This design comes from an exercise in tuning for small area on the open sky130 flow, not from production work.
The RTL was checked by simulation tests, not by an equivalence proof against the original design.
Power figures rest on the tool's default switching activity, not on a simulated workload.

`design/flow/run.sh`:
```
#!/bin/bash
# synth_recipe.tcl (not shown) runs the flow's synth.tcl, then flattens the netlist and writes it again
# the make line also repeats each setting of config.mk as NAME=value (left out here)
make -C /OpenROAD-flow-scripts/flow DESIGN_CONFIG=/design/flow/config.mk WORK_HOME=/design/flow/orfs CLKGATE_MAP_FILE= SYNTH_SCRIPT=/design/flow/synth_recipe.tcl finish
```
`design/flow/config.mk`:
```
export PLATFORM = sky130hd
export DESIGN_NAME = clock
export DESIGN_NICKNAME = clock
export VERILOG_FILES = /design/flow/design.v
export SDC_FILE = /design/flow/constraint.sdc
export NUM_CORES = 4
export LEC_CHECK = 0
export ABC_AREA = 1
export CAP_MARGIN = 20
export CORE_MARGIN = 2
export CORE_UTILIZATION = 40
export CTS_BUF_LIST = sky130_fd_sc_hd__clkbuf_8
export SLEW_MARGIN = 20
```
`design/flow/constraint.sdc`:
```
create_clock -name core_clock -period 10.0 [get_ports {CP}]
set_input_delay 2.0000 -clock core_clock [delete_from_list [all_inputs] [get_ports {CP}]]
set_output_delay 2.0000 -clock core_clock [all_outputs]
set_load 0.01 [all_outputs]
```
`design/flow/design.v`:
```
module divider(
    input CP,
    input _CR,
    output en_1Hz,
    output en_1KHz,
    output en_10Hz,
    output reg early,
    output init
    );
    reg [7:0] c;     
    reg [4:0] a;     
    reg [1:0] b;     
    wire c_199 = c[7] & c[6] & c[2] & c[1] & c[0];
    wire c_99  = c[6] & c[5] & ~c[4] & ~c[3] & ~c[2] & c[1] & c[0];
    wire c_101 = c[6] & c[5] & ~c[4] & ~c[3] & c[2] & ~c[1] & c[0];
    assign en_1KHz = ~c[1] & c[0];
    assign en_10Hz = c_99 & b[0];
    assign en_1Hz  = c_199 & a[3] & ~a[2] & ~a[1] & a[0];
    assign init    = early & ~b[0] & (c[7:1] == 7'd0);
    always @(posedge CP or negedge _CR) begin
        if (~_CR) begin
            c <= 0;
            a <= 0;
            b <= 0;
            early <= 1'b1;
        end else begin
            if (c_199) begin
                c <= 0;
                a <= (a[4] & a[1] & a[0]) ? 5'd0 : a + 5'd1;
                b <= b[1] ? 2'd0 : b + 2'd1;
            end else begin
                c <= c + 8'd1;
            end
            if (c_101 & b[0]) early <= 1'b0;
        end
    end
endmodule
module counter_sec(
    input CP,
    input _CR,
    input count,             
    input PE,                
    input [4:0] pre_st,
    input [3:0] pre_su,
    output reg [4:0] st,
    output reg [3:0] su,
    output tick_min          
    );
    wire is59  = (st == 5'd5) & (su == 4'd9);
    wire is255 = (st == 5'd25) & (su == 4'd5);
    assign tick_min = count & is59;
    always @(posedge CP, negedge _CR) begin
        if (~_CR) begin
            st <= 0;
            su <= 0;
        end else if (PE) begin
            st <= pre_st;
            su <= pre_su;
        end else if (count) begin
            if (is59 | is255) begin
                st <= 0;
                su <= 0;
            end else if (su == 4'd9) begin
                st <= st + 5'd1;
                su <= 0;
            end else begin
                su <= su + 4'd1;
            end
        end
    end
endmodule
module counter_min(
    input CP,
    input _CR,
    input tick_min,          
    input PE,
    input [2:0] pre_mt,
    input [3:0] pre_mu,
    output reg cin_min,
    output reg [2:0] mt,
    output reg [3:0] mu,
    output tick_hour         
    );
    wire is59 = (mt == 3'd5) & (mu == 4'd9);
    assign tick_hour = tick_min & is59;
    always @(posedge CP, negedge _CR) begin
        if (~_CR) begin
            mt <= 0;
            mu <= 0;
            cin_min <= 0;
        end else if (PE) begin
            mt <= pre_mt;
            mu <= pre_mu;
            cin_min <= 0;
        end else if (tick_min) begin
            cin_min <= is59;
            if (is59) begin
                mt <= 0;
                mu <= 0;
            end else if (mu == 4'd9) begin
                mt <= mt + 3'd1;
                mu <= 0;
            end else begin
                mu <= mu + 4'd1;
            end
        end
    end
endmodule
module counter_hour(
    input CP,
    input _CR,
    input tick_hour,         
    input PE,
    input [4:0] pre_ht,
    input [3:0] pre_hu,
    output reg [4:0] ht,
    output reg [3:0] hu
    );
    wire is23  = (ht == 5'd2) & (hu == 4'd3);
    wire is255 = (ht == 5'd25) & (hu == 4'd5);
    always @(posedge CP, negedge _CR) begin
        if (~_CR) begin
            ht <= 0;
            hu <= 0;
        end else if (PE) begin
            ht <= pre_ht;
            hu <= pre_hu;
        end else if (tick_hour) begin
            if (is23 | is255) begin
                ht <= 0;
                hu <= 0;
            end else if (hu == 4'd9) begin
                ht <= ht + 5'd1;
                hu <= 0;
            end else begin
                hu <= hu + 4'd1;
            end
        end
    end
endmodule
module alarm(
    input CP,
    input _CR,
    input PE,                
    input en_10Hz,
    input adjust,
    input [1:0] pre_h1,      
    input [3:0] pre_h0,
    input [2:0] pre_m1,
    input [3:0] pre_m0,
    input active_alarm,
    input [4:0] ht,
    input [3:0] hu,
    input [2:0] mt,
    input [3:0] mu,
    input [4:0] st,
    input [3:0] su,
    output start_light_alarm,
    output reg [1:0] ah1,
    output reg [3:0] ah0,
    output reg [2:0] am1,
    output reg [3:0] am0
    );
    reg pending;
    wire hold = en_10Hz & ~adjust;
    always @(posedge CP, negedge _CR) begin
        if (~_CR) begin
            ah1 <= 0;
            ah0 <= 0;
            am1 <= 0;
            am0 <= 0;
            pending <= 0;
        end else begin
            if ((PE & ~hold) | (en_10Hz & pending)) begin
                ah1 <= pre_h1;
                ah0 <= pre_h0;
                am1 <= pre_m1;
                am0 <= pre_m0;
            end
            if (en_10Hz) pending <= PE & ~adjust;
        end
    end
    wire [1:0] eh1 = pending ? pre_h1 : ah1;
    wire [3:0] eh0 = pending ? pre_h0 : ah0;
    wire [2:0] em1 = pending ? pre_m1 : am1;
    wire [3:0] em0 = pending ? pre_m0 : am0;
    assign start_light_alarm = ~PE & active_alarm &
        (ht == {3'b000, eh1}) & (hu == eh0) & (mt == em1) & (mu == em0) &
        (st == 5'd0) & (su == 4'd0);
endmodule
module select_control(
    input _CR,
    input mode,
    input CP,
    input en_10Hz,
    input adjust,
    input [4:0] ht,          
    input [3:0] hu,
    input [2:0] mt,
    input [3:0] mu,
    input [4:0] st,
    input [3:0] su,
    input [1:0] ah1,         
    input [3:0] ah0,
    input [2:0] am1,
    input [3:0] am0,
    input left,
    input right,
    input up,
    input down,
    input apply,
    input time_mode,
    output [31:0] disp,      
    output [1:0] set_h1,     
    output [3:0] set_h0,
    output [2:0] set_m1,
    output [3:0] set_m0,
    output set_bell,         
    output [2:0] set_s1,
    output [3:0] set_s0,
    output set_p,            
    output reg [2:0] index,
    output reg PE
    );
    localparam SA = 4'd10, SP = 4'd11, SB = 4'd12, SE = 4'd13, SL = 4'd14, SX = 4'd15;
    reg [3:0] th1, th0;      
    reg [2:0] tm1;           
    reg [3:0] tm0;           
    reg [3:0] ts1, ts0;      
    reg [1:0] tap;           
    reg [1:0] sap;           
    reg lmode, ltm, ladj;    
    wire naa = lmode & ~ladj;    
    wire [1:0] ch1 = (th1 == 4'd1) ? 2'd1 : (th1 == 4'd2) ? 2'd2 : 2'd0;
    wire [3:0] ch0 = (th0 > 4'd9) ? 4'd0 : th0;
    wire [2:0] cs1 = (ts1 > 4'd5) ? 3'd0 : ts1[2:0];
    wire [3:0] cs0 = (ts0 > 4'd9) ? 4'd0 : ts0;
    assign set_h1 = ch1;
    assign set_h0 = ch0;
    assign set_m1 = tm1;
    assign set_m0 = tm0;
    assign set_bell = lmode;
    assign set_s1 = cs1;
    assign set_s0 = cs0;
    assign set_p = sap[1];
    wire [1:0] g_h1 = naa ? ah1 : ch1;
    wire [3:0] g_h0 = naa ? ah0 : ch0;
    wire [2:0] g_m1 = naa ? am1 : tm1;
    wire [3:0] g_m0 = naa ? am0 : tm0;
    assign disp[31:28] = {2'b00, g_h1};
    assign disp[27:24] = g_h0;
    assign disp[23:20] = {1'b0, g_m1};
    assign disp[19:16] = g_m0;
    assign disp[15:12] = lmode ? SB : {1'b0, cs1};
    assign disp[11:8]  = lmode ? SE : cs0;
    assign disp[7:4]   = lmode ? SL : SX;
    assign disp[3:0]   = lmode ? SL : ltm ? SX : (sap == 2'd1) ? SA : SP;
    reg [3:0] b10;
    always @(*) begin
        case (ht)
            5'd0, 5'd6, 5'd12, 5'd18, 5'd24: b10 = 4'd0;
            5'd1, 5'd7, 5'd13, 5'd19, 5'd25: b10 = 4'd10;
            5'd2, 5'd8, 5'd14, 5'd20:        b10 = 4'd8;
            5'd3, 5'd9, 5'd15, 5'd21:        b10 = 4'd6;
            5'd4, 5'd10, 5'd16, 5'd22:       b10 = 4'd4;
            default:                         b10 = 4'd2;
        endcase
    end
    wire [4:0] rs = b10 + hu;
    wire [3:0] r12 = (rs >= 5'd12) ? rs - 5'd12 : rs[3:0];
    wire h_is0  = (ht == 5'd0) & (hu == 4'd0);
    wire h_is12 = (ht == 5'd1) & (hu == 4'd2);
    wire h_gt12 = (ht > 5'd1) | ((ht == 5'd1) & (hu > 4'd2));
    wire mt24 = mode | time_mode;
    reg [3:0] x, lim;
    always @(*) begin
        case (index)
            3'd0: begin x = th1; lim = (th0 < 4'd4) ? 4'd2 : 4'd1; end
            3'd1: begin x = th0; lim = (mt24 ? (th1 == 4'd2) : (th1 == 4'd1)) ? (mt24 ? 4'd3 : 4'd2) : 4'd9; end
            3'd2: begin x = {1'b0, tm1}; lim = 4'd5; end
            3'd3: begin x = tm0; lim = 4'd9; end
            3'd4: begin x = ts1; lim = 4'd5; end
            default: begin x = ts0; lim = 4'd9; end
        endcase
    end
    wire [3:0] step = up ? ((x == lim) ? 4'd0 : x + 4'd1)
                         : ((x == 4'd0) ? lim : x - 4'd1);
    wire [3:0] h1_12 = ((th0 > 4'd2) | (th1 == 4'd1)) ? 4'd0 : 4'd1;
    wire edit = adjust & ~left & ~right & (up | down);
    wire e_h1 = edit & (index == 3'd0);
    wire e_h0 = edit & (index == 3'd1);
    wire e_m1 = edit & (index == 3'd2);
    wire e_m0 = edit & (index == 3'd3);
    wire e_s1 = edit & (index == 3'd4) & ~mode;
    wire e_s0 = edit & (index == 3'd5) & ~mode;
    wire e_ap = edit & (index == 3'd7);
    reg [3:0] n_th1, n_th0, n_ts1, n_ts0, n_tm0;
    reg [2:0] n_tm1, n_index;
    reg [1:0] n_tap, n_sap;
    always @(*) begin
        n_th1 = th1; n_th0 = th0; n_tm1 = tm1; n_tm0 = tm0;
        n_ts1 = ts1; n_ts0 = ts0; n_tap = tap; n_sap = sap;
        n_index = index;
        if (adjust) begin
            if (left) begin
                case (index)
                    3'd0: n_index = mode ? 3'd4 : time_mode ? 3'd5 : 3'd7;
                    3'd1: n_index = 3'd0;
                    3'd2: n_index = 3'd1;
                    3'd3: n_index = 3'd2;
                    3'd4: n_index = 3'd3;
                    3'd5: n_index = 3'd4;
                    3'd7: n_index = 3'd5;
                    default: n_index = 3'd0;
                endcase
            end else if (right) begin
                case (index)
                    3'd0: n_index = 3'd1;
                    3'd1: n_index = 3'd2;
                    3'd2: n_index = 3'd3;
                    3'd3: n_index = mode ? 3'd0 : 3'd4;
                    3'd4: n_index = 3'd5;
                    3'd5: n_index = time_mode ? 3'd0 : 3'd7;
                    3'd7: n_index = 3'd0;
                    default: n_index = 3'd0;
                endcase
            end
            if (e_h1) n_th1 = mt24 ? step : h1_12;
            if (e_h0) n_th0 = step;
            if (e_m1) n_tm1 = step[2:0];
            if (e_m0) n_tm0 = step;
            if (e_s1) n_ts1 = step;
            if (e_s0) n_ts0 = step;
            if (e_ap) n_tap = (tap == 2'd1) ? 2'd2 : 2'd1;
            if (mode) n_sap = 2'd0;
            else if (~time_mode) n_sap = n_tap;
        end else begin
            n_index = 3'd0;
            if (mode) begin
                n_th1 = {2'b00, g_h1};
                n_th0 = g_h0;
                n_tm1 = g_m1;
                n_tm0 = g_m0;
                n_ts1 = lmode ? SB : {1'b0, cs1};
                n_ts0 = lmode ? SE : cs0;
                n_tap = sap;
                n_sap = 2'd0;
            end else begin
                if (time_mode) begin
                    n_th1 = (ht > 5'd2) ? 4'd0 : {2'b00, ht[1:0]};
                    n_th0 = hu;
                    n_sap = 2'd0;
                end else if (h_is12 | h_is0) begin
                    n_th1 = 4'd1;
                    n_th0 = 4'd2;
                    n_sap = h_is12 ? 2'd2 : 2'd1;
                end else begin
                    n_th1 = (r12 >= 4'd10) ? 4'd1 : 4'd0;
                    n_th0 = (r12 >= 4'd10) ? r12 - 4'd10 : r12;
                    n_sap = h_gt12 ? 2'd2 : 2'd1;
                end
                n_tm1 = mt;
                n_tm0 = mu;
                n_ts1 = (st > 5'd5) ? 4'd0 : {1'b0, st[2:0]};
                n_ts0 = su;
                n_tap = n_sap;
            end
        end
    end
    always @(posedge CP, negedge _CR) begin
        if (~_CR) begin
            PE <= 0;
            index <= 0;
            th1 <= 0; th0 <= 0; tm1 <= 0; tm0 <= 0; ts1 <= 0; ts0 <= 0;
            tap <= 0; sap <= 0;
            lmode <= 0; ltm <= 0; ladj <= 0;
        end else if (en_10Hz) begin
            PE <= adjust & apply;
            index <= n_index;
            th1 <= n_th1; th0 <= n_th0; tm1 <= n_tm1; tm0 <= n_tm0;
            ts1 <= n_ts1; ts0 <= n_ts0;
            tap <= n_tap; sap <= n_sap;
            lmode <= mode; ltm <= time_mode; ladj <= adjust;
        end
    end
endmodule
module splitter(
    input time_mode,
    input mode,
    input PE,
    input [1:0] set_h1,
    input [3:0] set_h0,
    input [2:0] set_m1,
    input [3:0] set_m0,
    input set_bell,
    input [2:0] set_s1,
    input [3:0] set_s0,
    input set_p,
    output reg [4:0] pre_st,
    output reg [3:0] pre_su,
    output [2:0] pre_mt,
    output [3:0] pre_mu,
    output reg [4:0] pre_ht,
    output reg [3:0] pre_hu,
    output PE_alarm,
    output PE_counter
    );
    assign PE_alarm = PE & mode;
    assign PE_counter = PE & ~mode;
    assign pre_mt = set_m1;
    assign pre_mu = set_m0;
    always @(*) begin
        if (set_bell) begin
            pre_st = 5'd13;
            pre_su = 4'd3;
        end else begin
            pre_st = {2'b00, set_s1};
            pre_su = set_s0;
        end
        if (time_mode | ~set_p) begin
            if (~time_mode & (set_h1 == 2'd1) & (set_h0 == 4'd2)) begin
                pre_ht = 5'd0;       
                pre_hu = 4'd0;
            end else begin
                pre_ht = {3'b000, set_h1};
                pre_hu = set_h0;
            end
        end else begin
            if ((set_h1 == 2'd1) & (set_h0 == 4'd2)) begin
                pre_ht = 5'd1;       
                pre_hu = 4'd2;
            end else if (set_h0 > 4'd7) begin
                pre_ht = set_h1 + 5'd2;
                pre_hu = set_h0 - 4'd8;
            end else begin
                pre_ht = set_h1 + 5'd1;
                pre_hu = set_h0 + 4'd2;
            end
        end
    end
endmodule
module decoder(
    input _CR,
    input [31:0] disp,
    input [2:0] index,
    input adjust,
    input CP,
    input en_1KHz,
    input early,
    input init,
    output [7:0] select_light,
    output [7:0] display_char
    );
    reg [3:0] cnt_normal;
    reg [8:0] cnt_adjust;
    reg twinkle;
    reg [3:0] code;
    wire [8:0] ca_inc = cnt_adjust + 9'd1;
    wire ca_wrap = ca_inc == 9'd500;
    wire n_twinkle = adjust ? twinkle ^ ca_wrap : 1'b0;
    wire [3:0] cn_inc = (cnt_normal == 4'd7) ? 4'd0 : cnt_normal + 4'd1;
    wire [3:0] n_cnt = cn_inc + {3'b000, (cn_inc == {1'b0, index}) & n_twinkle};
    reg [3:0] n_code;
    always @(*) begin
        case (n_cnt)
            4'd0: n_code = disp[31:28];
            4'd1: n_code = disp[27:24];
            4'd2: n_code = disp[23:20];
            4'd3: n_code = disp[19:16];
            4'd4: n_code = disp[15:12];
            4'd5: n_code = disp[11:8];
            4'd6: n_code = disp[7:4];
            4'd7: n_code = disp[3:0];
            default: n_code = 4'd15;
        endcase
    end
    always @(posedge CP, negedge _CR) begin
        if (~_CR) begin
            cnt_normal <= 0;
            cnt_adjust <= 0;
            twinkle <= 0;
        end else if (en_1KHz) begin
            if (adjust) cnt_adjust <= ca_wrap ? 9'd0 : ca_inc;
            twinkle <= n_twinkle;
            cnt_normal <= n_cnt;
        end
    end
    always @(posedge CP) begin
        if (en_1KHz) code <= n_code;
    end
    assign select_light = (init | cnt_normal[3]) ? 8'hff : ~(8'h80 >> cnt_normal[2:0]);
    localparam [127:0] SEGS = {
        8'b11111111, 8'b11000111, 8'b10000110, 8'b10000011,    
        8'b10001100, 8'b10001000, 8'b10010000, 8'b10000000,    
        8'b11111000, 8'b10000010, 8'b10010010, 8'b10011001,    
        8'b10110000, 8'b10100100, 8'b11111001, 8'b11000000};   
    wire [7:0] seg = SEGS[{code, 3'b000} +: 8];
    assign display_char = early ? ((~init & (cnt_normal[3:2] == 2'b00)) ? 8'h00 : 8'hff) : seg;
endmodule
module reminder(
    input _CR,
    input CP,
    input en_1Hz,
    input start_light_hour,
    input start_light_alarm,
    input [4:0] st,
    input [3:0] su,
    input [4:0] ht,
    input [3:0] hu,
    input active_alarm,
    output [15:0] start_light    
);
    reg [4:0] ct;
    reg [3:0] cu;
    reg lit1;
    reg [4:0] alarm_cnt;
    wire sec0  = (st == 5'd0) & (su == 4'd0);
    wire hour0 = (ht == 5'd0) & (hu == 4'd0);
    wire cnt0  = (ct == 5'd0) & (cu == 4'd0);
    always @(posedge CP, negedge _CR) begin
        if (~_CR) begin
            ct <= 0;
            cu <= 0;
            lit1 <= 0;
            alarm_cnt <= 0;
        end else if (en_1Hz) begin
            if (((start_light_hour & sec0) | ~cnt0) & ~hour0) begin
                if ((ct == ht) & (cu == hu)) begin
                    ct <= 0; cu <= 0; lit1 <= 0;
                end else begin
                    lit1 <= cu[0];
                    if ((ct == 5'd25) & (cu == 4'd5)) begin
                        ct <= 0; cu <= 0;
                    end else if (cu == 4'd9) begin
                        ct <= ct + 5'd1; cu <= 0;
                    end else begin
                        cu <= cu + 4'd1;
                    end
                end
            end else begin
                ct <= 0; cu <= 0; lit1 <= 0;
            end
            if (active_alarm & (start_light_alarm | (alarm_cnt != 0)))
                alarm_cnt <= alarm_cnt + 5'd1;
            else
                alarm_cnt <= 0;
        end
    end
    localparam [447:0] PATS = {
        14'b11111111111111, 14'b01111100000111, 14'b10101000010101, 14'b01010111101010,
        14'b11100001111100, 14'b00011110000011, 14'b10011001100111, 14'b01100110011000,
        14'b11000011100001, 14'b11110000001111, 14'b00001111110000, 14'b01010110000010,
        14'b10101001111101, 14'b11111100000011, 14'b00000011111100, 14'b10101010101010,
        14'b01010101010101, 14'b00110011001100, 14'b11001100110011, 14'b10000110000001,
        14'b10001111000001, 14'b10001111110001, 14'b10011111111001, 14'b10111111111101,
        14'b11111111111111, 14'b11111100111111, 14'b11111000011111, 14'b11110000001111,
        14'b11100000000111, 14'b11000000000011, 14'b10000000000001, 14'b00000000000000};
    wire [13:0] pattern = PATS[alarm_cnt * 14 +: 14];
    assign start_light = {pattern, lit1, cu[0]};
endmodule
module clock(
    input CP,                    
    input _CR,                   
    input mode,                  
    input adjust,                
    input time_mode,             
    input active_alarm,          
    input left,                  
    input right,                 
    input up,                    
    input down,                  
    input apply,                 
    output [15:0] start_light,   
    output [7:0] select_light,   
    output [7:0] display_char    
    );
    wire en_1Hz, en_1KHz, en_10Hz;       
    wire early, init;                    
    wire PE, PE_alarm, PE_counter;       
    wire cin_min;                        
    wire tick_min, tick_hour;            
    wire [2:0] index;                    
    wire [4:0] ht, st;
    wire [3:0] hu, mu, su;
    wire [2:0] mt;
    wire [1:0] ah1;
    wire [3:0] ah0, am0;
    wire [2:0] am1;
    wire [1:0] set_h1;
    wire [3:0] set_h0, set_m0, set_s0;
    wire [2:0] set_m1, set_s1;
    wire set_bell, set_p;
    wire [4:0] pre_ht, pre_st;
    wire [3:0] pre_hu, pre_mu, pre_su;
    wire [2:0] pre_mt;
    wire [31:0] disp;
    wire start_light_alarm;
    divider divider_u0(
        ._CR(_CR),
        .CP(CP),
        .en_1Hz(en_1Hz),
        .en_1KHz(en_1KHz),
        .en_10Hz(en_10Hz),
        .early(early),
        .init(init)
    );
    counter_sec counter_sec_u0(
        .CP(CP),
        ._CR(_CR),
        .count(en_1Hz & ~PE_counter & (~adjust | mode)),
        .PE(PE_counter),
        .pre_st(pre_st),
        .pre_su(pre_su),
        .st(st),
        .su(su),
        .tick_min(tick_min)
    );
    counter_min counter_min_u0(
        .CP(CP),
        ._CR(_CR),
        .tick_min(tick_min),
        .PE(PE_counter),
        .pre_mt(pre_mt),
        .pre_mu(pre_mu),
        .cin_min(cin_min),
        .mt(mt),
        .mu(mu),
        .tick_hour(tick_hour)
    );
    counter_hour counter_hour_u0(
        .CP(CP),
        ._CR(_CR),
        .tick_hour(tick_hour),
        .PE(PE_counter),
        .pre_ht(pre_ht),
        .pre_hu(pre_hu),
        .ht(ht),
        .hu(hu)
    );
    alarm alarm_u0(
        .CP(CP),
        ._CR(_CR),
        .PE(PE_alarm),
        .en_10Hz(en_10Hz),
        .adjust(adjust),
        .pre_h1(set_h1),
        .pre_h0(set_h0),
        .pre_m1(set_m1),
        .pre_m0(set_m0),
        .active_alarm(active_alarm),
        .ht(ht), .hu(hu), .mt(mt), .mu(mu), .st(st), .su(su),
        .start_light_alarm(start_light_alarm),
        .ah1(ah1), .ah0(ah0), .am1(am1), .am0(am0)
    );
    select_control select_control_u0(
        ._CR(_CR),
        .mode(mode),
        .CP(CP),
        .en_10Hz(en_10Hz),
        .adjust(adjust),
        .ht(ht), .hu(hu), .mt(mt), .mu(mu), .st(st), .su(su),
        .ah1(ah1), .ah0(ah0), .am1(am1), .am0(am0),
        .left(left),
        .right(right),
        .up(up),
        .down(down),
        .apply(apply),
        .time_mode(time_mode),
        .disp(disp),
        .set_h1(set_h1), .set_h0(set_h0), .set_m1(set_m1), .set_m0(set_m0),
        .set_bell(set_bell), .set_s1(set_s1), .set_s0(set_s0), .set_p(set_p),
        .index(index),
        .PE(PE)
    );
    splitter splitter_u0(
        .time_mode(time_mode),
        .mode(mode),
        .PE(PE),
        .set_h1(set_h1), .set_h0(set_h0), .set_m1(set_m1), .set_m0(set_m0),
        .set_bell(set_bell), .set_s1(set_s1), .set_s0(set_s0), .set_p(set_p),
        .pre_st(pre_st), .pre_su(pre_su),
        .pre_mt(pre_mt), .pre_mu(pre_mu),
        .pre_ht(pre_ht), .pre_hu(pre_hu),
        .PE_alarm(PE_alarm),
        .PE_counter(PE_counter)
    );
    decoder decoder_u0(
        ._CR(_CR),
        .disp(disp),
        .index(index),
        .adjust(adjust),
        .CP(CP),
        .en_1KHz(en_1KHz),
        .early(early),
        .init(init),
        .select_light(select_light),
        .display_char(display_char)
    );
    reminder reminder_u0(
        ._CR(_CR),
        .CP(CP),
        .en_1Hz(en_1Hz),
        .start_light_hour(cin_min),
        .start_light_alarm(start_light_alarm),
        .st(st), .su(su),
        .ht(ht), .hu(hu),
        .active_alarm(active_alarm),
        .start_light(start_light)
    );
endmodule
```
==> impl_metrics.ini, run 1 <==
[outcome]
status = complete, no violations

[floorplan]
die_w_um = 162
dieHeight_um = 162
dieArea_mm2 = 0.0261
initial_core_util = 0.408
core.rowCount = 57
core_area_mm2 = 0.0243
io_pins = 43

[grt]
antenna_found_initial = 0
grt_max_degree = 70
grt_usage = 0.219
grt_pass1_vias = 9055
grt_pass1_wl_um = 46300
grt-ovfl-total = 0

[pwr]
p_int_w = 0.000987
peakVddDrop_mv = 0.0704
power.density_mw_per_mm2 = 150
power.total_w = 0.00165
p_comb_frac = 0.357
clkPwrFrac = 0.275
p_leak_nw = 5.27
switchingPower_w = 0.000661
switching_share = 0.401
seqPwrFrac = 0.368

[setup_path]
cp-end-kind = output port
critPathKind = reg -> out
critPathRequiredTime_ns = 8.00
crit_arrival_ns = 3.34
setup.worst_path.start_class = flop
reg2regPathDepth = 21
cp_max_fo = 22

[hold_path]
hp-class = reg -> reg
whs_path_depth = 2

[clocking]
cts_setup_buffers = 0
cts_hold_buf = 0
cts_made_buffers = 17
cts_resized = 0
clock_latency_ns = 0.46
cts-root-buf = clkbuf_8
h-tree-depth = 4
cts_tree = done
clock-sinks = 123
path_clk_slew_ns = 0.08
clk_path_buf_depth = 2

[routing]
vias_per_cell = 5.36
top_layer = met4
wl_met2_um = 12600
drt-met1-wl_um = 13100
drtIter0Drc = 883
antenna_left = 0
num_vias = 9699
wl_met3_um = 1470
routed_wl_um = 27800
first_pass_iters = 5
wire_per_inst_um = 15.4
drc = 0

[logic_synthesis]
synthCells = 1453
yosys.area_share.simple = 0.288
synth_area_per_cell_um2 = 6.83
synthDistinctLibCells = 62
ys_async_sr_fraction = 0.967
synthFlopType = dfrtp_1
synth_mux_area_frac = 0
ys_ff_latch = 123
synth_compound_area_frac = 0.186
seq_area_frac_synth = 0.312
synth_nets = 1523
synth_edf_count = 4
syn_area_mm2 = 0.00993
synthAdderAreaFrac = 0.0751
yosys.area_share.xor_xnor = 0.0387
ys_warn_count = 9
synth_top_family_by_area = simple AND/OR/NAND/NOR gates

[timing]
period_share = 0.534
setup_viol = 0
hold_violations = 0
maxSlewViolCount = 0
rsz0062_at_grt = no
max_freq_ghz = 0.187
maxSlewHeadroom = 0.355
period_minus_slack_ns = 5.34
fin_setup_tns_ns = 0
worst_pin_slew_ns = 0.967
hold_ws_ns = 0.494
fin_skew_ns = 0.0168

[place]
place_congestion = 0.917
placed_area_mm2 = 0.0106
port_buffers = 42
dp_cells = 1779
hpwl_um = 21400

[cells_and_area]
area_growth_pct = 10.3
fin_area_mm2 = 0.0110
stdcell_count = 1811
nNetsFinal = 1544
diodes = 0
drive_gt1_frac = 0.0518

[run]
maxCapViolCount = 0
==> final cells by class <==
| class | count | area [um^2] |
|---|---|---|
| repair buffers | 45 | 440 |
| flip-flops and latches | 123 | 3100 |
| multi-input cells | 1080 | 5830 |
| clock inverters | 15 | 164 |
| inverters | 207 | 779 |
| fillers | 2512 | 13400 |
| well taps | 324 | 405 |
| clock buffers | 17 | 234 |
==> cell usage after synthesis, types with 3 or more instances <==
master | count | area share
a22oi_1 | 10 | 0.0076
a32o_1 | 3 | 0.0030
nand2_1 | 294 | 0.11
nand2_4 | 3 | 0.0034
a31oi_1 | 12 | 0.0076
nor3_1 | 24 | 0.012
dfrtp_1 | 118 | 0.30
nor3_2 | 3 | 0.0030
a21oi_1 | 71 | 0.036
nand2_2 | 7 | 0.0044
nor2_1 | 161 | 0.061
xor2_1 | 34 | 0.030
nor2_2 | 5 | 0.0032
xnor2_1 | 8 | 0.0071
inv_2 | 8 | 0.0030
buf_2 | 11 | 0.0055
buf_4 | 5 | 0.0038
ha_1 | 58 | 0.073
nor3b_1 | 5 | 0.0038
o21ai_1 | 7 | 0.0035
edfxtp_1 | 4 | 0.012
buf_6 | 3 | 0.0034
nor2_4 | 3 | 0.0034
clkbuf_1 | 22 | 0.0083
nand4_1 | 32 | 0.020
o31ai_1 | 4 | 0.0030
inv_1 | 195 | 0.074
o21ai_2 | 4 | 0.0035
a211oi_1 | 3 | 0.0023
clkinv_1 | 3 | 0.0011
nor4_1 | 4 | 0.0025
nand3_1 | 111 | 0.056
o211ai_1 | 6 | 0.0045
a221oi_1 | 3 | 0.0026
o22ai_1 | 25 | 0.016
o21ai_0 | 147 | 0.074
==> metrics by stage <==
stage	worst slack [ns]	utilization
after floorplan	5.86	-
after global placement	5.14	0.434
after detailed placement	5.05	0.434
after CTS	4.69	0.450
after global routing	4.38	0.450
final	4.66	0.450
==> registers in the layout, summed over array words and instances (netlist names), 5 cells and up <==
signal                 cells
reminder_u0.alarm_cnt      5
divider_u0.a               5
reminder_u0.ct             5
counter_hour_u0.ht         5
divider_u0.c               8
counter_sec_u0.st          5
decoder_u0.cnt_adjust      9
==> power groups by stage <==
stage	Sequential (W)	Combinational, W	Clock [W]
2_1_floorplan	0.000592	0.000450	0
3_3_place_gp	0.000615	0.000580	0
3_5_place_dp	0.000615	0.000587	0
4_1_cts	0.000605	0.000590	0.000462
5_1_grt	0.000613	0.000679	0.000486
6_report	0.000606	0.000588	0.000454
==> critical path, stage by stage (launching register included) <==
cell	delay [ns]
dfrtp_1	0.74
clkinv_1	0.57
o21ai_0	0.54
o21ai_0	0.24
o21ai_0	0.13
a21oi_1	0.09
inv_1	0.07
clkdlybuf4s50_1	0.52
==> logic make-up after synthesis <==
logic type	after synthesis
xor gates and xnor gates	43
and+or+nand+nor	658
buffers and inverters	250
adders and majority gates	59
DFF	123
AOI/OAI and AO/OA	320
==> layout by cell type, fill, tap and decap left out, types with 6 or more instances in the layout <==
master	instances
a21oi_1	71
a22oi_1	10
a31oi_1	12
clkbuf_8	17
clkdlybuf4s50_1	41
dfrtp_1	118
ha_1	58
inv_1	196
inv_2	8
nand2_1	294
nand2_2	7
nand3_1	111
nand4_1	32
nor2_1	161
nor3_1	24
o211ai_1	6
o21ai_0	147
o21ai_1	7
o22ai_1	25
xnor2_1	8
xor2_1	34
==> metal layers <==
| metal | up-vias | track usage |
|---|---|---|
| met1 | 4484 | 0.308 |
| met3 | 50 | 0.0277 |
| met4 | 0 | 0.0690 |
| met2 | 274 | 0.349 |
| li1 | 4891 | - |
| met5 | - | 0 |
==> worst paths after layout <==
check | start | to | slack (ns)
max | reminder_u0.alarm_cnt[3]$_DFFE_PN0P_ | start_light[2] | 4.66
min | select_control_u0.ltm$_DFFE_PN0P_ | select_control_u0.ltm$_DFFE_PN0P_ | 0.49
max reg2reg | decoder_u0.cnt_adjust[0]$_DFFE_PN0P_ | decoder_u0.code[3]$_DFFE_PP_ | 6.47
min reg2reg | select_control_u0.ltm$_DFFE_PN0P_ | select_control_u0.ltm$_DFFE_PN0P_ | 0.49
max in group asynchronous | _CR | alarm_u0.ah0[0]$_DFFE_PN0P_ | 7.07
min in group asynchronous | _CR | decoder_u0.cnt_adjust[4]$_DFFE_PN0P_ | 1.56
==> run 2: changes to the inputs <==
--- a/design/flow/design.v
+++ b/design/flow/design.v
@@ -546,16 +546,16 @@
                 alarm_cnt <= 0;
         end
     end
-    localparam [447:0] PATS = {
-        14'b11111111111111, 14'b01111100000111, 14'b10101000010101, 14'b01010111101010,
-        14'b11100001111100, 14'b00011110000011, 14'b10011001100111, 14'b01100110011000,
-        14'b11000011100001, 14'b11110000001111, 14'b00001111110000, 14'b01010110000010,
-        14'b10101001111101, 14'b11111100000011, 14'b00000011111100, 14'b10101010101010,
-        14'b01010101010101, 14'b00110011001100, 14'b11001100110011, 14'b10000110000001,
-        14'b10001111000001, 14'b10001111110001, 14'b10011111111001, 14'b10111111111101,
-        14'b11111111111111, 14'b11111100111111, 14'b11111000011111, 14'b11110000001111,
-        14'b11100000000111, 14'b11000000000011, 14'b10000000000001, 14'b00000000000000};
-    wire [13:0] pattern = PATS[alarm_cnt * 14 +: 14];
+    localparam [511:0] PATS = {
+        16'b0011111111111111, 16'b0001111100000111, 16'b0010101000010101, 16'b0001010111101010,
+        16'b0011100001111100, 16'b0000011110000011, 16'b0010011001100111, 16'b0001100110011000,
+        16'b0011000011100001, 16'b0011110000001111, 16'b0000001111110000, 16'b0001010110000010,
+        16'b0010101001111101, 16'b0011111100000011, 16'b0000000011111100, 16'b0010101010101010,
+        16'b0001010101010101, 16'b0000110011001100, 16'b0011001100110011, 16'b0010000110000001,
+        16'b0010001111000001, 16'b0010001111110001, 16'b0010011111111001, 16'b0010111111111101,
+        16'b0011111111111111, 16'b0011111100111111, 16'b0011111000011111, 16'b0011110000001111,
+        16'b0011100000000111, 16'b0011000000000011, 16'b0010000000000001, 16'b0000000000000000};
+    wire [13:0] pattern = PATS[{alarm_cnt, 4'b0000} +: 14];
     assign start_light = {pattern, lit1, cu[0]};
 endmodule
 module clock(
==> design/flow/flow/run.sh (new file) <==
#!/bin/bash
# Own flow: the standard layout (standard.sh) with these ORFS changes:
#  - synthesis maps logic with an area-only ABC script (flow/area.abc) and
#    without the half/full adder cell extraction (ADDER_MAP_FILE empty);
#  - ports are buffered with sky130_fd_sc_hd__buf_1;
#  - CTS without dummy loads.
# Each tool's output stays in orfs/logs; make's output goes to standard.log.
set -euo pipefail
here=$(pwd)
rm -rf "$here/scripts"
cp -r "$FLOW_HOME/scripts" "$here/scripts"
cp "$here/flow/area.abc" "$here/scripts/abc_area.script"
export SCRIPTS_DIR="$here/scripts"
export ADDER_MAP_FILE=
export BUFFER_PORTS_ARGS="-buffer_cell sky130_fd_sc_hd__buf_1"
export CTS_ARGS="-sink_clustering_enable -repair_clock_nets -buf_list sky130_fd_sc_hd__clkbuf_4 -root_buf sky130_fd_sc_hd__clkbuf_8 -dont_use_dummy_load"
bash standard.sh > "$here/standard.log" 2>&1
==> design/flow/flow/area.abc (new file) <==
strash
dc2
dch -f
amap
strash
dc2
dch -f
amap
topo
==> design/flow/standard.sh (new file) <==
#!/bin/bash
# synth_recipe.tcl (not shown) runs the flow's synth.tcl, then flattens the netlist and writes it again
# the make line also repeats each setting of config.mk as NAME=value (left out here)
make -C /OpenROAD-flow-scripts/flow DESIGN_CONFIG=/design/flow/config.mk WORK_HOME=/design/flow/orfs CLKGATE_MAP_FILE= SYNTH_SCRIPT=/design/flow/synth_recipe.tcl "${@:-finish}"
--- a/design/flow/config.mk
+++ b/design/flow/config.mk
@@ -9,5 +9,4 @@
 export CAP_MARGIN = 20
 export CORE_MARGIN = 2
 export CORE_UTILIZATION = 40
-export CTS_BUF_LIST = sky130_fd_sc_hd__clkbuf_8
 export SLEW_MARGIN = 20
removed: design/flow/run.sh
==> run 2 against run 1 <==
Cell count fell by 21%. Synthesized cell count fell by 24%. Worst setup slack got worse by 0.56 ns. Non-clock buffer count rose by 6. Combinational power fell by 9.5%. Sequential power rose by 1%. Fmax fell by 9.4%. Routed wire length fell by 7.1%. Via count fell by 12%. Power fell by 15%. Global-route usage rose by 2.5 points. Critical path type is now in -> reg. Largest cell class unchanged.
==> impl_metrics.ini, run 2 <==
[floorplan]
core.rowCount = 51
die_w_um = 146
dieHeight_um = 146
io_pins = 43
dieArea_mm2 = 0.0213
core_area_mm2 = 0.0196
initial_core_util = 0.411

[clocking]
cts_hold_buf = 0
cts_tree = done
cts_made_buffers = 17
cts_setup_buffers = 0
cts_resized = 0
clock-sinks = 123
cts-root-buf = clkbuf_8
clk_path_buf_depth = 2
clock_latency_ns = 0.43
h-tree-depth = 4
path_clk_slew_ns = 0.10

[routing]
vias_per_cell = 5.96
first_pass_iters = 6
antenna_left = 0
wl_met2_um = 11200
drtIter0Drc = 977
drc = 0
wl_met3_um = 1860
num_vias = 8528
drt-met1-wl_um = 12100
top_layer = met4
wire_per_inst_um = 18.1
routed_wl_um = 25800

[timing]
hold_ws_ns = 0.486
setup_viol = 0
worst_pin_slew_ns = 1.12
maxSlewHeadroom = 0.242
max_freq_ghz = 0.169
fin_ws_ns = 4.10
hold_violations = 0
rsz0062_at_grt = no
fin_skew_ns = 0.0371
period_minus_slack_ns = 5.90
maxSlewViolCount = 0
period_share = 0.590
fin_setup_tns_ns = 0

[setup_path]
cp_max_fo = 15
crit_arrival_ns = 6.16
critPathKind = in -> reg
setup.worst_path.start_class = input port
cp-end-kind = flop
critPathRequiredTime_ns = 10.26

[cells_and_area]
stdcell_count = 1430
largest_reg_flops = 9
nNetsFinal = 1178
area_growth_pct = 8.43
most-common-layout-cells = nor2_1 (223), clkinv_1 (177), dfrtp_1 (118)
drive_gt1_frac = 0.0240
fin_area_mm2 = 0.00874
diodes = 0
reg.largest.list = decoder_u0.cnt_adjust x9, divider_u0.c x8
largest_register = decoder_u0.cnt_adjust
mostFrequentLayoutCell = nor2_1

[hold_path]
hp-class = reg -> reg

[place]
placed_area_mm2 = 0.00861
hpwl_um = 19700
place_congestion = 0.938
dp_cells = 1413
dp_slack_ns = 3.74
port_buffers = 42

[logic_synthesis]
seq_area_frac_synth = 0.385
synthTopCellsByCount = nor2_1 (223), clkinv_1 (177), dfrtp_1 (118), o22ai_1 (97), o21ai_0 (68)
synth_edf_count = 4
synth_top_cell_area_share = 0.366
ys_ff_latch = 123
synthCells = 1099
ys_async_sr_fraction = 0.967
synthFlopType = dfrtp_1
syn_area_mm2 = 0.00806
synth_nets = 1110
synthDistinctLibCells = 48
synth_top_area_cell = dfrtp_1
synth_area_per_cell_um2 = 7.33
yosysMostFrequentCell = nor2_1
ys_warn_count = 9
synth_area_leaders = dfrtp_1 (37%), nor2_1 (10%), clkinv_1 (8.2%)

[run]
maxCapViolCount = 0

[grt]
antenna_found_initial = 0
grt_pass1_vias = 7730
grt_max_degree = 44
grt_usage = 0.244
grt-ovfl-total = 0
grt_pass1_wl_um = 41800

[outcome]
status = complete, no violations

[pwr]
p_leak_nw = 3.13
power.density_mw_per_mm2 = 160
peakVddDrop_mv = 0.0761
[run 2: changes by cell type after synthesis, moves of 62 or more]
cell,change
nor2_1,+62
o21ai_0,-79
clkinv_1,+174
nand2_1,-228
o22ai_1,+72
inv_1,-195
nand3_1,-93
[run 2: kinds of logic (layout without fill, tap and decap cells)]
family,count (synthesis),in the layout,synth area share
AND/OR/NAND/NOR,430,430,0.233
AO/OA/AOI/OAI,367,367,0.299
buffers and inverters,179,245,0.0843
flip-flops,123,123,0.385
[run 2: through the flow]
stage | util | total power [W]
floorplan | - | 0.000984
global placement | 0.439 | 0.00114
detailed placement | 0.439 | 0.00114
CTS | 0.446 | 0.00139
global route | 0.446 | 0.00149
finish | 0.446 | 0.00139
[run 2: cell type report]
| class | count | area (um^2) |
|---|---|---|
| Timing Repair Buffer | 51 | 229 |
| Tap cell | 265 | 332 |
| Clock buffer | 17 | 134 |
| Sequential cell | 123 | 3100 |
| Fill cell | 2046 | 10900 |
| Multi-Input combinational cell | 797 | 4280 |
| Inverter | 177 | 664 |
[run 2: layer usage]
layer,vias up,global-route usage
met1,3980,0.357
met3,42,0.0489
met4,0,0.0863
met2,346,0.356
li1,4160,-
met5,-,0
[run 2: path summary, 6_finish.rpt]
| path | end | slack, ns | cells past startpoint | start |
|---|---|---|---|---|
| hold reg to reg | divider_u0.c[0]$_DFF_PN0_ | 0.49 | 1 | divider_u0.c[0]$_DFF_PN0_ |
| setup / recovery | decoder_u0.code[0]$_DFFE_PP_ | 4.10 | 12 | adjust |
| max in group asynchronous | alarm_u0.am0[0]$_DFFE_PN0P_ | 7.42 | 2 | _CR |
| hold / removal | divider_u0.c[0]$_DFF_PN0_ | 0.49 | 1 | divider_u0.c[0]$_DFF_PN0_ |
| min in group asynchronous | counter_hour_u0.hu[3]$_DFFE_PN0P_ | 1.58 | 1 | _CR |
| setup reg to reg | decoder_u0.code[0]$_DFFE_PP_ | 5.20 | 16 | decoder_u0.cnt_adjust[3]$_DFFE_PN0P_ |
[run 2: worst max-delay path, cell delays in order]
cell	delay [ns]
buf_1	0.53
clkinv_1	0.67
or4_1	0.65
a2111oi_0	0.63
nor2_1	0.12
a21oi_1	0.31
clkinv_1	0.20
or3_1	0.43
or3_1	0.32
a31oi_1	0.17
nor3_1	0.06
o221ai_1	0.07
[run 2: power breakdown]
| part | internal, W | switching [W] |
|---|---|---|
| Sequential | 0.000553 | 0.0000611 |
| Clock | 0.0000833 | 0.000165 |
| Combinational | 0.000180 | 0.000352 |
| Total | 0.000817 | 0.000578 |
==> run 3: changes to the inputs <==
--- a/design/flow/flow/run.sh
+++ b/design/flow/flow/run.sh
@@ -13,5 +13,5 @@
 export SCRIPTS_DIR="$here/scripts"
 export ADDER_MAP_FILE=
 export BUFFER_PORTS_ARGS="-buffer_cell sky130_fd_sc_hd__buf_1"
-export CTS_ARGS="-sink_clustering_enable -repair_clock_nets -buf_list sky130_fd_sc_hd__clkbuf_4 -root_buf sky130_fd_sc_hd__clkbuf_8 -dont_use_dummy_load"
+export CTS_ARGS="-sink_clustering_enable -repair_clock_nets -buf_list sky130_fd_sc_hd__clkbuf_8 -dont_use_dummy_load"
 bash standard.sh > "$here/standard.log" 2>&1
==> design/flow/flow/area.abc (replaced) <==
strash
dch -f
amap
topo
==> run 3 against run 2 <==
Still clean on timing, DRC and antenna. Die area about the same. Critical path depth down 4. Clock skew down 0.012 ns. Area after synthesis about the same. First-iteration DRC count down 30%. Register-to-register slack better by 0.46 ns.
==> impl_metrics.ini, run 3 <==
[pwr]
peakVddDrop_mv = 0.0773
p_leak_nw = 3.16
power.total_w = 0.00162
power.density_mw_per_mm2 = 184

[setup_path]
r2r-start = counter_hour_u0.ht[0]$_DFFE_PN0P_
critical-path-top-delay-family = buffers and inverters
crit_buf_inv = 3
cp_slowest_cell = buf_1
r2r_end = select_control_u0.th1[0]$_DFFE_PN0P_
setup.worst_path.start_class = input port
reg2regPathDepth = 21
critPathRequiredTime_ns = 10.36
critPathKind = in -> reg
reg2reg_slack_ns = 5.66
crit_arrival_ns = 5.25
cp_max_fo = 16
crit_chain = buf_1 > clkinv_1 > nor3_1 > o21ai_0 > or2_0 > o21ai_0 > clkinv_1 > a32oi_1
cp-end-kind = flop
slowest_delay_ns = 0.68

[timing]
period_share = 0.488
maxSlewViolCount = 0
worst_pin_slew_ns = 1.09
setup_viol = 0
hold_violations = 0
rsz0062_at_grt = no
max_freq_ghz = 0.205
maxSlewHeadroom = 0.266
fin_setup_tns_ns = 0
fin_skew_ns = 0.0247
fin_ws_ns = 5.12
period_minus_slack_ns = 4.88

[place]
placed_area_mm2 = 0.00860
place_congestion = 0.995
dp_slack_ns = 4.74
port_buffers = 42
hpwl_um = 19400

[logic_synthesis]
synth_area_leaders = dfrtp_1 (37%), nor2_1 (10%), o22ai_1 (7.7%)
synth_top_area_cell = dfrtp_1
ys_warn_count = 9
yosysMostFrequentCell = nor2_1
ys_async_sr_fraction = 0.967
synthTopCellsByCount = nor2_1 (218), clkinv_1 (163), dfrtp_1 (118), o22ai_1 (99), nand2_1 (85)
syn_area_mm2 = 0.00806
synth_area_per_cell_um2 = 7.34
seq_area_frac_synth = 0.385
synthCells = 1097
synthDistinctLibCells = 43
ys_ff_latch = 123
synth_top_cell_area_share = 0.367
synthFlopType = dfrtp_1
synth_nets = 1108
synth_edf_count = 4

[floorplan]
core_area_mm2 = 0.0196
dieHeight_um = 146
io_pins = 43
die_w_um = 146
core.rowCount = 51
initial_core_util = 0.411
dieArea_mm2 = 0.0213

[outcome]
status = complete, no violations

[routing]
antenna_left = 0
wire_per_inst_um = 17.9
num_vias = 8627
routed_wl_um = 25600
vias_per_cell = 6.04
drtIter0Drc = 680
drc = 0
first_pass_iters = 6

[cells_and_area]
fill_cells = 2055
most-common-layout-cells = nor2_1 (218), clkinv_1 (163), dfrtp_1 (118)
seqCellArea_mm2 = 0.00310
fin_area_mm2 = 0.00883
drive_gt1_frac = 0.0241
fin_util = 0.451
reg.largest.list = decoder_u0.cnt_adjust x9, divider_u0.c x8
diodes = 0
largest_reg_flops = 9
multi_input_area_mm2 = 0.00433
nNetsFinal = 1176
area_growth_pct = 9.68
mostFrequentLayoutCell = nor2_1
largest_register = decoder_u0.cnt_adjust

[clocking]
cts-root-buf = clkbuf_8
clock-sinks = 123
cts_hold_buf = 0
clk_path_buf_depth = 2
cts_resized = 0
cts_setup_buffers = 0
h-tree-depth = 4
cts_made_buffers = 17
path_clk_slew_ns = 0.06
cts_tree = done
clock_latency_ns = 0.46

[grt]
grt_usage = 0.240
met3_usage = 0.0508
grt_use_met1 = 0.319
gr-usage-met2 = 0.383
grt-ovfl-total = 0
antenna_found_initial = 0
grt_pass1_vias = 7963
grt_pass1_wl_um = 41000
busiest_layer = met2
grt_max_degree = 65

[hold_path]
min_from = divider_u0.c[0]$_DFF_PN0_
holdPathEnd = divider_u0.c[1]$_DFF_PN0_
whs_path_depth = 1
hp-class = reg -> reg

[run]
maxCapViolCount = 0
[run 3: cell types whose count changed in the layout (fill, tap and decap cells not counted), moves of 14 or more]
cell	previous run	this run
a21oi_1	67	82
clkbuf_4	17	1
clkbuf_8	1	17
clkinv_1	177	163
nand2_1	66	85
nor3_1	60	45
[run 3: cell families (layout without fill, tap and decap cells)]
family | count (synthesis) | count (layout) | synth area share
and+or+nand+nor | 417 | 417 | 0.221
AOI/OAI and AO/OA | 391 | 391 | 0.315
buffers and inverters | 165 | 231 | 0.0778
DFF | 123 | 123 | 0.385
xor gates and xnor gates | 1 | 1 | 0.00109
[run 3: worst max path at each step]
stage | from | to | slack (ns) | depth (start not counted)
5_1_grt | adjust | select_control_u0.tm0[3]$_DFFE_PN0P_ | 4.80 | 8
2_1_floorplan | mode | counter_min_u0.mu[0]$_DFFE_PN0P_ | 5.36 | 8
3_5_place_dp | adjust | decoder_u0.code[3]$_DFFE_PP_ | 4.74 | 11
4_1_cts | adjust | decoder_u0.code[3]$_DFFE_PP_ | 5.21 | 11
6_report | adjust | select_control_u0.th1[0]$_DFFE_PN0P_ | 5.12 | 8
3_3_place_gp | adjust | decoder_u0.code[3]$_DFFE_PP_ | 4.84 | 11
[run 3: final cells by class]
class,count,share of cell area
repair buffers,51,0.0259
flip-flops and latches,123,0.351
clock buffers,17,0.0265
well taps,265,0.0375
multi-input cells,809,0.490
inverters,163,0.0693
[run 3: report_power, final]
group	switching [W]	leakage [nW]	internal (W)	total [W]
clock network	0.000180	0.122	0.000149	0.000329
registers	0.0000864	1.46	0.000572	0.000659
logic	0.000419	1.57	0.000218	0.000637
[run 3: metrics by stage]
stage,hold slack [ns],instances
5_1_grt,0.472,1428
3_5_place_dp,0.445,1411
2_1_floorplan,0.420,1097
3_3_place_gp,0.441,1411
6_report,0.455,1428
4_1_cts,0.461,1428
[run 3: metal layers]
layer  share of wire  routed length (um)
met4           0.026                 673
met3           0.077                1980
met1            0.44               11200
met2            0.46               11800
met5               0                   0
==> run 4: changes to the inputs <==
--- a/design/flow/design.v
+++ b/design/flow/design.v
@@ -255,19 +255,19 @@
     assign disp[11:8]  = lmode ? SE : cs0;
     assign disp[7:4]   = lmode ? SL : SX;
     assign disp[3:0]   = lmode ? SL : ltm ? SX : (sap == 2'd1) ? SA : SP;
-    reg [3:0] b10;
+    reg [2:0] m6;
     always @(*) begin
         case (ht)
-            5'd0, 5'd6, 5'd12, 5'd18, 5'd24: b10 = 4'd0;
-            5'd1, 5'd7, 5'd13, 5'd19, 5'd25: b10 = 4'd10;
-            5'd2, 5'd8, 5'd14, 5'd20:        b10 = 4'd8;
-            5'd3, 5'd9, 5'd15, 5'd21:        b10 = 4'd6;
-            5'd4, 5'd10, 5'd16, 5'd22:       b10 = 4'd4;
-            default:                         b10 = 4'd2;
+            5'd0, 5'd6, 5'd12, 5'd18, 5'd24: m6 = 3'd0;
+            5'd1, 5'd7, 5'd13, 5'd19, 5'd25: m6 = 3'd1;
+            5'd2, 5'd8, 5'd14, 5'd20:        m6 = 3'd2;
+            5'd3, 5'd9, 5'd15, 5'd21:        m6 = 3'd3;
+            5'd4, 5'd10, 5'd16, 5'd22:       m6 = 3'd4;
+            default:                         m6 = 3'd5;
         endcase
     end
-    wire [4:0] rs = b10 + hu;
-    wire [3:0] r12 = (rs >= 5'd12) ? rs - 5'd12 : rs[3:0];
+    wire [4:0] rd = {1'b0, hu} - {1'b0, m6, 1'b0};
+    wire [3:0] r12 = rd[4] ? rd[3:0] + 4'd12 : rd[3:0];
     wire h_is0  = (ht == 5'd0) & (hu == 4'd0);
     wire h_is12 = (ht == 5'd1) & (hu == 4'd2);
     wire h_gt12 = (ht > 5'd1) | ((ht == 5'd1) & (hu > 4'd2));
==> design/flow/flow/run.sh (replaced) <==
#!/bin/bash
# Own flow: the standard layout (standard.sh) with these ORFS changes:
#  - synthesis maps logic with an area-only ABC script (flow/area.abc) and
#    without the half/full adder cell extraction (ADDER_MAP_FILE empty);
#  - ports are buffered with sky130_fd_sc_hd__buf_1;
#  - CTS with clkbuf_4 (clkbuf_8 at the root) and without dummy loads.
# Each tool's output stays in orfs/logs; make's output goes to standard.log.
set -euo pipefail
here=$(pwd)
rm -rf "$here/scripts"
cp -r "$FLOW_HOME/scripts" "$here/scripts"
cp "$here/flow/area.abc" "$here/scripts/abc_area.script"
export SCRIPTS_DIR="$here/scripts"
export ADDER_MAP_FILE=
export BUFFER_PORTS_ARGS="-buffer_cell sky130_fd_sc_hd__buf_1"
export CTS_ARGS="-sink_clustering_enable -repair_clock_nets -buf_list sky130_fd_sc_hd__clkbuf_4 -root_buf sky130_fd_sc_hd__clkbuf_8 -dont_use_dummy_load"
bash standard.sh > "$here/standard.log" 2>&1
==> design/flow/flow/area.abc (replaced) <==
strash
&get -n
&deepsyn -T 60
&put
dch -f
amap
topo
--- a/design/flow/config.mk
+++ b/design/flow/config.mk
@@ -9,4 +9,5 @@
 export CAP_MARGIN = 20
 export CORE_MARGIN = 2
 export CORE_UTILIZATION = 40
+export GPL_TIMING_DRIVEN = 0
 export SLEW_MARGIN = 20
==> run 4 against run 3 <==
Flip-flop and latch count stayed put. Power is 34% lower. Routed wire length is 2.0% lower. Fmax is 23% lower. Critical path type unchanged. Count of clock-buffer cells in the layout stayed put.
==> impl_metrics.ini, run 4 <==
[clocking]
cts_setup_buffers = 0
clk_path_buf_depth = 2
cts_resized = 0
cts_hold_buf = 0
clock-sinks = 123
path_clk_slew_ns = 0.09
cts-root-buf = clkbuf_8
cts_made_buffers = 17
cts_tree = done
clock_latency_ns = 0.43
h-tree-depth = 4

[hold_path]
hp-class = reg -> reg

[logic_synthesis]
synth_edf_count = 4
ys_async_sr_fraction = 0.967
seq_area_frac_synth = 0.398
syn_area_mm2 = 0.00779
synthFlopType = dfrtp_1
yosysMostFrequentCell = nor2_1
synth_area_leaders = dfrtp_1 (38%), nor2_1 (10%), clkinv_1 (7.8%)
synthDistinctLibCells = 48
synth_area_per_cell_um2 = 7.40
synth_nets = 1065
synth_top_cell_area_share = 0.379
synthTopCellsByCount = nor2_1 (213), clkinv_1 (161), dfrtp_1 (118), nand2_1 (89), o21ai_0 (80)
ys_warn_count = 9
synth_top_area_cell = dfrtp_1
ys_ff_latch = 123
synthCells = 1054

[floorplan]
core_area_mm2 = 0.0193
core.rowCount = 51
io_pins = 43
dieHeight_um = 144
dieArea_mm2 = 0.0206
initial_core_util = 0.404
die_w_um = 144

[setup_path]
crit_end = counter_hour_u0.ht[4]$_DFFE_PN0P_
critPathRequiredTime_ns = 10.34
reg2regPathDepth = 28
cp_max_fo = 18
cp-end-kind = flop
critPathLaunch = mode
setup.worst_path.start_class = input port
r2r_end = counter_hour_u0.ht[4]$_DFFE_PN0P_
critPathKind = in -> reg
crit_arrival_ns = 6.68
r2r-start = divider_u0.c[1]$_DFF_PN0_
reg2reg_slack_ns = 4.32

[place]
dp_slack_ns = 3.41
port_buffers = 42
hpwl_um = 19100
place_congestion = 0.941

[cells_and_area]
largest_register = decoder_u0.cnt_adjust
area_growth_pct = 9.26
largest_reg_flops = 9
mostFrequentLayoutCell = nor2_1
nNetsFinal = 1131
drive_gt1_frac = 0.0242
reg.largest.list = decoder_u0.cnt_adjust x9, divider_u0.c x8
fin_util = 0.442
most-common-layout-cells = nor2_1 (212), clkinv_1 (161), dfrtp_1 (118)
diodes = 0

[timing]
fin_ws_ns = 3.66
setup_viol = 0
fin_skew_ns = 0.0415
max_freq_ghz = 0.158
worst_pin_slew_ns = 1.06
period_minus_slack_ns = 6.34
fin_setup_tns_ns = 0
maxSlewHeadroom = 0.283
hold_violations = 0
rsz0062_at_grt = no
maxSlewViolCount = 0
period_share = 0.634
hold_ws_ns = 0.479

[routing]
first_pass_iters = 5
num_vias = 8335
antenna_left = 0
vias_per_cell = 6.03
drc = 0
wire_per_inst_um = 18.1
drtIter0Drc = 851
routed_wl_um = 25100

[grt]
grt_pass1_wl_um = 40500
grt_pass1_vias = 7769
grt_max_degree = 32
grt-ovfl-total = 0
grt_usage = 0.251
antenna_found_initial = 0

[run]
maxCapViolCount = 0

[pwr]
p_leak_nw = 3.14
peakVddDrop_mv = 0.0611
power.density_mw_per_mm2 = 126

[outcome]
status = complete, no violations
## run 4: critical path, cell delays in order
cell and delay, ns:
buf_1 0.33, nor2_2 0.48, clkinv_1 0.69, a22oi_1 0.71, nand2_1 0.15, clkinv_1 0.11
nand2_1 0.08, o21ai_0 0.14, nor2_1 0.09, nand2_1 0.11, nor2_1 0.08, nand3_1 0.14
nor2_1 0.12, nor2_1 0.19, a31oi_1 0.13, o221ai_1 0.32, nand3_1 0.17, nor2_1 0.16
clkinv_1 0.10, nor2_1 0.15, o21ai_0 0.09, a21oi_1 0.12
## run 4: cell families (layout without fill, tap and decap cells)
kind of cell / after synthesis / count (layout) / synth area share
AO/OA/AOI/OAI: 352 / 352 / 0.295
buffers and inverters: 163 / 227 / 0.0795
flip-flops: 123 / 123 / 0.398
AND/OR/NAND/NOR: 416 / 416 / 0.228
## run 4: how the worst min path moves through the flow
| stage | start | to | slack [ns] | cells after the start |
|---|---|---|---|---|
| 3_3_place_gp | divider_u0.b[1]$_DFFE_PN0P_ | divider_u0.b[1]$_DFFE_PN0P_ | 0.46 | 1 |
| 4_1_cts | divider_u0.b[1]$_DFFE_PN0P_ | divider_u0.b[1]$_DFFE_PN0P_ | 0.48 | 1 |
| 6_report | divider_u0.c[0]$_DFF_PN0_ | divider_u0.c[0]$_DFF_PN0_ | 0.48 | 1 |
| 2_1_floorplan | divider_u0.b[1]$_DFFE_PN0P_ | divider_u0.b[1]$_DFFE_PN0P_ | 0.44 | 1 |
| 5_1_grt | divider_u0.c[0]$_DFF_PN0_ | divider_u0.c[0]$_DFF_PN0_ | 0.50 | 1 |
| 3_5_place_dp | divider_u0.c[0]$_DFF_PN0_ | divider_u0.c[0]$_DFF_PN0_ | 0.46 | 1 |
## run 4: final cells by class
cell class / count / area [um^2]
sequential: 123 / 3100
tap: 265 / 332
multi-input combinational: 768 / 4080
buffer: 2 / 15.0
clock buffer: 17 / 134
timing repair buffer: 47 / 254
fill: 2056 / 10800
inverter: 161 / 604
## run 4: per-layer routing
layer,part of all wire,track usage
met1,0.45,0.352
met2,0.44,0.375
met3,0.078,0.0610
met4,0.031,0.0944
met5,0,0
## run 4: stage by stage
step / total power (W) / instance area, um^2 / cells
finish: 0.00107 / 8520 / 1383
global route: 0.00114 / 8520 / 1383
CTS: 0.00108 / 8520 / 1383
detailed placement: 0.000827 / 8380 / 1366
global placement: 0.000822 / 8280 / 1361
floorplan: 0.000736 / 7790 / 1054
## run 4: power breakdown
part	internal (W)	leakage, nW	total, W	switching (W)
Clock	0.0000834	0.0808	0.000249	0.000166
Combinational	0.0000834	1.55	0.000248	0.000164
Sequential	0.000532	1.50	0.000576	0.0000437
Total	0.000699	3.14	0.00107	0.000374
==> run 5: changes to the inputs <==
==> design/flow/flow/run.sh (replaced) <==
#!/bin/bash
# Own flow: the standard layout (standard.sh) with these ORFS changes:
#  - synthesis maps logic with an area-only ABC script (flow/area.abc) and
#    without the half/full adder cell extraction (ADDER_MAP_FILE empty);
#  - ports are buffered with sky130_fd_sc_hd__buf_1;
#  - the largest buffers are left out of repair (DONT_USE_CELLS);
#  - CTS with small clock buffers and without dummy loads.
# Each tool's output stays in orfs/logs; make's output goes to standard.log.
set -euo pipefail
here=$(pwd)
rm -rf "$here/scripts"
cp -r "$FLOW_HOME/scripts" "$here/scripts"
cp "$here/flow/area.abc" "$here/scripts/abc_area.script"
export SCRIPTS_DIR="$here/scripts"
export ADDER_MAP_FILE=
export DONT_USE_CELLS="sky130_fd_sc_hd__buf_8 sky130_fd_sc_hd__buf_12 sky130_fd_sc_hd__buf_16 sky130_fd_sc_hd__bufbuf_8 sky130_fd_sc_hd__bufbuf_16"
export BUFFER_PORTS_ARGS="-buffer_cell sky130_fd_sc_hd__buf_1"
export CTS_ARGS="-sink_clustering_enable -repair_clock_nets -buf_list sky130_fd_sc_hd__clkbuf_4 -root_buf sky130_fd_sc_hd__clkbuf_8 -sink_clustering_size 10 -dont_use_dummy_load"
bash standard.sh > "$here/standard.log" 2>&1
==> run 5 against run 4 <==
Design area unchanged. Cell count unchanged. Flip-flop and latch count is the same. Area after synthesis did not move. Routed wire length unchanged. Global-route usage stayed put. Clock skew is the same. Largest cell class unchanged. Largest power group unchanged.
==> impl_metrics.ini, run 5 <==
[logic_synthesis]
yosys.area_share.xor_xnor = 0
ys_async_sr_fraction = 0.967
synth_top_cell_area_share = 0.379
ys_ff_latch = 123
synth_area_leaders = dfrtp_1 (38%), nor2_1 (10%), clkinv_1 (7.8%)
synth_top_area_cell = dfrtp_1
synth_compound_area_frac = 0.295
synthDistinctLibCells = 48
synth_top_family_by_area = compound AO/OA/AOI/OAI gates
synth_edf_count = 4
synth_area_per_cell_um2 = 7.40
yosysMostFrequentCell = nor2_1
yosys.area_share.simple = 0.228
synthTopCellsByCount = nor2_1 (213), clkinv_1 (161), dfrtp_1 (118), nand2_1 (89), o21ai_0 (80)
ys_warn_count = 9
synthAdderAreaFrac = 0
synth_mux_area_frac = 0
seq_area_frac_synth = 0.398
synthCells = 1054
syn_area_mm2 = 0.00779
synthFlopType = dfrtp_1
synth_nets = 1065

[timing]
fin_ws_ns = 3.66
max_freq_ghz = 0.158
fin_setup_tns_ns = 0
rsz0062_at_grt = no
period_minus_slack_ns = 6.34
setup_viol = 0
maxSlewViolCount = 0
worst_pin_slew_ns = 1.06
fin_skew_ns = 0.0415
period_share = 0.634
maxSlewHeadroom = 0.283
hold_violations = 0

[routing]
vias_per_cell = 6.03
drc = 0
wire_per_inst_um = 18.1
drtIter0Drc = 851
first_pass_iters = 5
routed_wl_um = 25100
antenna_left = 0
num_vias = 8335

[pwr]
power.density_mw_per_mm2 = 126
switching_share = 0.348
p_int_w = 0.000699
seqPwrFrac = 0.537
switchingPower_w = 0.000374
clkPwrFrac = 0.232
p_comb_frac = 0.231
p_leak_nw = 3.14
power.total_w = 0.00107
peakVddDrop_mv = 0.0611

[place]
dp_slack_ns = 3.41
port_buffers = 42
placed_area_mm2 = 0.00838
hpwl_um = 19100
place_congestion = 0.941

[grt]
antenna_found_initial = 0
grt_max_degree = 32
grt_pass1_wl_um = 40500
grt_usage = 0.251
grt-ovfl-total = 0
grt_pass1_vias = 7769

[setup_path]
crit_chain = buf_1 > nor2_2 > clkinv_1 > a22oi_1 > nand2_1 > clkinv_1 > nand2_1 > o21ai_0 > nor2_1 > nand2_1 > nor2_1 > nand3_1 > nor2_1 > nor2_1 > a31oi_1 > o221ai_1 > nand3_1 > nor2_1 > clkinv_1 > nor2_1 > o21ai_0 > a21oi_1
slowest_delay_ns = 0.71
crit_arrival_ns = 6.68
critical-path-top-delay-family = simple AND/OR/NAND/NOR gates
critPathKind = in -> reg
critPathRequiredTime_ns = 10.34
cp-end-kind = flop
cp_max_fo = 18
crit_top_cell = nor2_1
crit_buf_inv = 4
cp_slowest_cell = a22oi_1
setup.worst_path.start_class = input port

[cells_and_area]
largest_register = decoder_u0.cnt_adjust
fin_util = 0.442
area_growth_pct = 9.26
diodes = 0
largest_reg_flops = 9
nNetsFinal = 1131
seqCellArea_mm2 = 0.00310
mostFrequentLayoutCell = nor2_1
fill_cells = 2056
fin_area_mm2 = 0.00852
reg.largest.list = decoder_u0.cnt_adjust x9, divider_u0.c x8
drive_gt1_frac = 0.0242
most-common-layout-cells = nor2_1 (212), clkinv_1 (161), dfrtp_1 (118)
multi_input_area_mm2 = 0.00408

[clocking]
clk_path_buf_depth = 2
clock-sinks = 123
h-tree-depth = 4
cts_tree = done
cts_made_buffers = 17
cts_setup_buffers = 0
cts_resized = 0
clock_latency_ns = 0.43
path_clk_slew_ns = 0.09
cts-root-buf = clkbuf_8
cts_hold_buf = 0

[outcome]
status = complete, no violations

[run]
maxCapViolCount = 0

[floorplan]
core_area_mm2 = 0.0193
core.rowCount = 51
die_w_um = 144
io_pins = 43
dieHeight_um = 144
dieArea_mm2 = 0.0206
initial_core_util = 0.404

[hold_path]
hp-class = reg -> reg
-- run 5: cell counts in the layout (fill, tap and decap cells not counted) --
No cell type changed its count.
-- run 5: layout make-up --
cell class / count / area share
multi-input combinational: 768 / 0.479
sequential: 123 / 0.364
inverter: 161 / 0.0710
tap: 265 / 0.0389
timing repair buffer: 47 / 0.0298
clock buffer: 17 / 0.0157
buffer: 2 / 0.00176
-- run 5: worst paths after layout --
kind,cells past startpoint,endpoint,slack (ns),start
max,22,counter_hour_u0.ht[4]$_DFFE_PN0P_,3.66,mode
max reg2reg,28,counter_hour_u0.ht[4]$_DFFE_PN0P_,4.32,divider_u0.c[1]$_DFF_PN0_
max in group asynchronous,3,counter_hour_u0.hu[1]$_DFFE_PN0P_,7.95,_CR
min,1,divider_u0.c[0]$_DFF_PN0_,0.48,divider_u0.c[0]$_DFF_PN0_
min reg2reg,1,divider_u0.c[0]$_DFF_PN0_,0.48,divider_u0.c[0]$_DFF_PN0_
min in group asynchronous,1,decoder_u0.cnt_adjust[2]$_DFFE_PN0P_,1.36,_CR
-- run 5: logic make-up after synthesis --
group	after synthesis
buffers and inverters	163
and+or+nand+nor	416
DFF	123
AOI/OAI and AO/OA	352
-- run 5: layer usage --
layer / vias up / GRT usage / routed length [um]
met2: 377 / 0.375 / 10900
met1: 3929 / 0.352 / 11400
met3: 60 / 0.0610 / 1970
met4: 0 / 0.0944 / 778
li1: 3969 / - / -
met5: - / 0 / 0
-- run 5: per-stage QoR --
| stage | instances | hold slack [ns] |
|---|---|---|
| 2_1_floorplan | 1054 | 0.440 |
| 3_3_place_gp | 1361 | 0.461 |
| 3_5_place_dp | 1366 | 0.463 |
| 4_1_cts | 1383 | 0.483 |
| 5_1_grt | 1383 | 0.503 |
| 6_report | 1383 | 0.479 |
-- run 5: power groups by stage --
stage | Clock [W] | Sequential [W] | Combinational, W
2_1_floorplan | 0 | 0.000569 | 0.000167
3_3_place_gp | 0 | 0.000584 | 0.000238
3_5_place_dp | 0 | 0.000583 | 0.000244
4_1_cts | 0.000257 | 0.000574 | 0.000244
5_1_grt | 0.000279 | 0.000580 | 0.000277
6_report | 0.000249 | 0.000576 | 0.000248

[re-timing with driven ports]
In the flow no input, the clock included, has a driving cell. The finished layouts below were timed again as built, in two steps.
Step 1 assumes that a clkbuf_16 drives the clock port and a buf_2 every other input.
Step 2 adds t to the input delays and takes it off the output delays; t is the mean of the earliest and latest rising clock arrival at the registers after step 1. Input paths then give back, and output paths get back, about the clock's delay inside the block.
Slacks: no drivers / after step 1 / after step 2; pairs: no drivers / after step 1.
run	t (ns)	setup WS [ns]	latest minus earliest clock arrival (ns)	worst register clock-pin slew, ns
run 1	0.485	4.657 / 4.620 / 5.037	0.017 / 0.017	0.09 / 0.09
run 2	0.455	4.099 / 4.115 / 3.660	0.037 / 0.037	0.11 / 0.11
run 3	0.492	5.117 / 5.133 / 4.641	0.031 / 0.031	0.08 / 0.08
run 4	0.447	3.657 / 3.677 / 3.230	0.046 / 0.046	0.12 / 0.12
run 5	0.447	3.657 / 3.677 / 3.230	0.046 / 0.046	0.12 / 0.12
After both steps setup and hold are still met in every run listed. For run 3, which loses most, drivers alone change the setup slack by +0.016 ns; drivers and shift together by -0.476 ns.
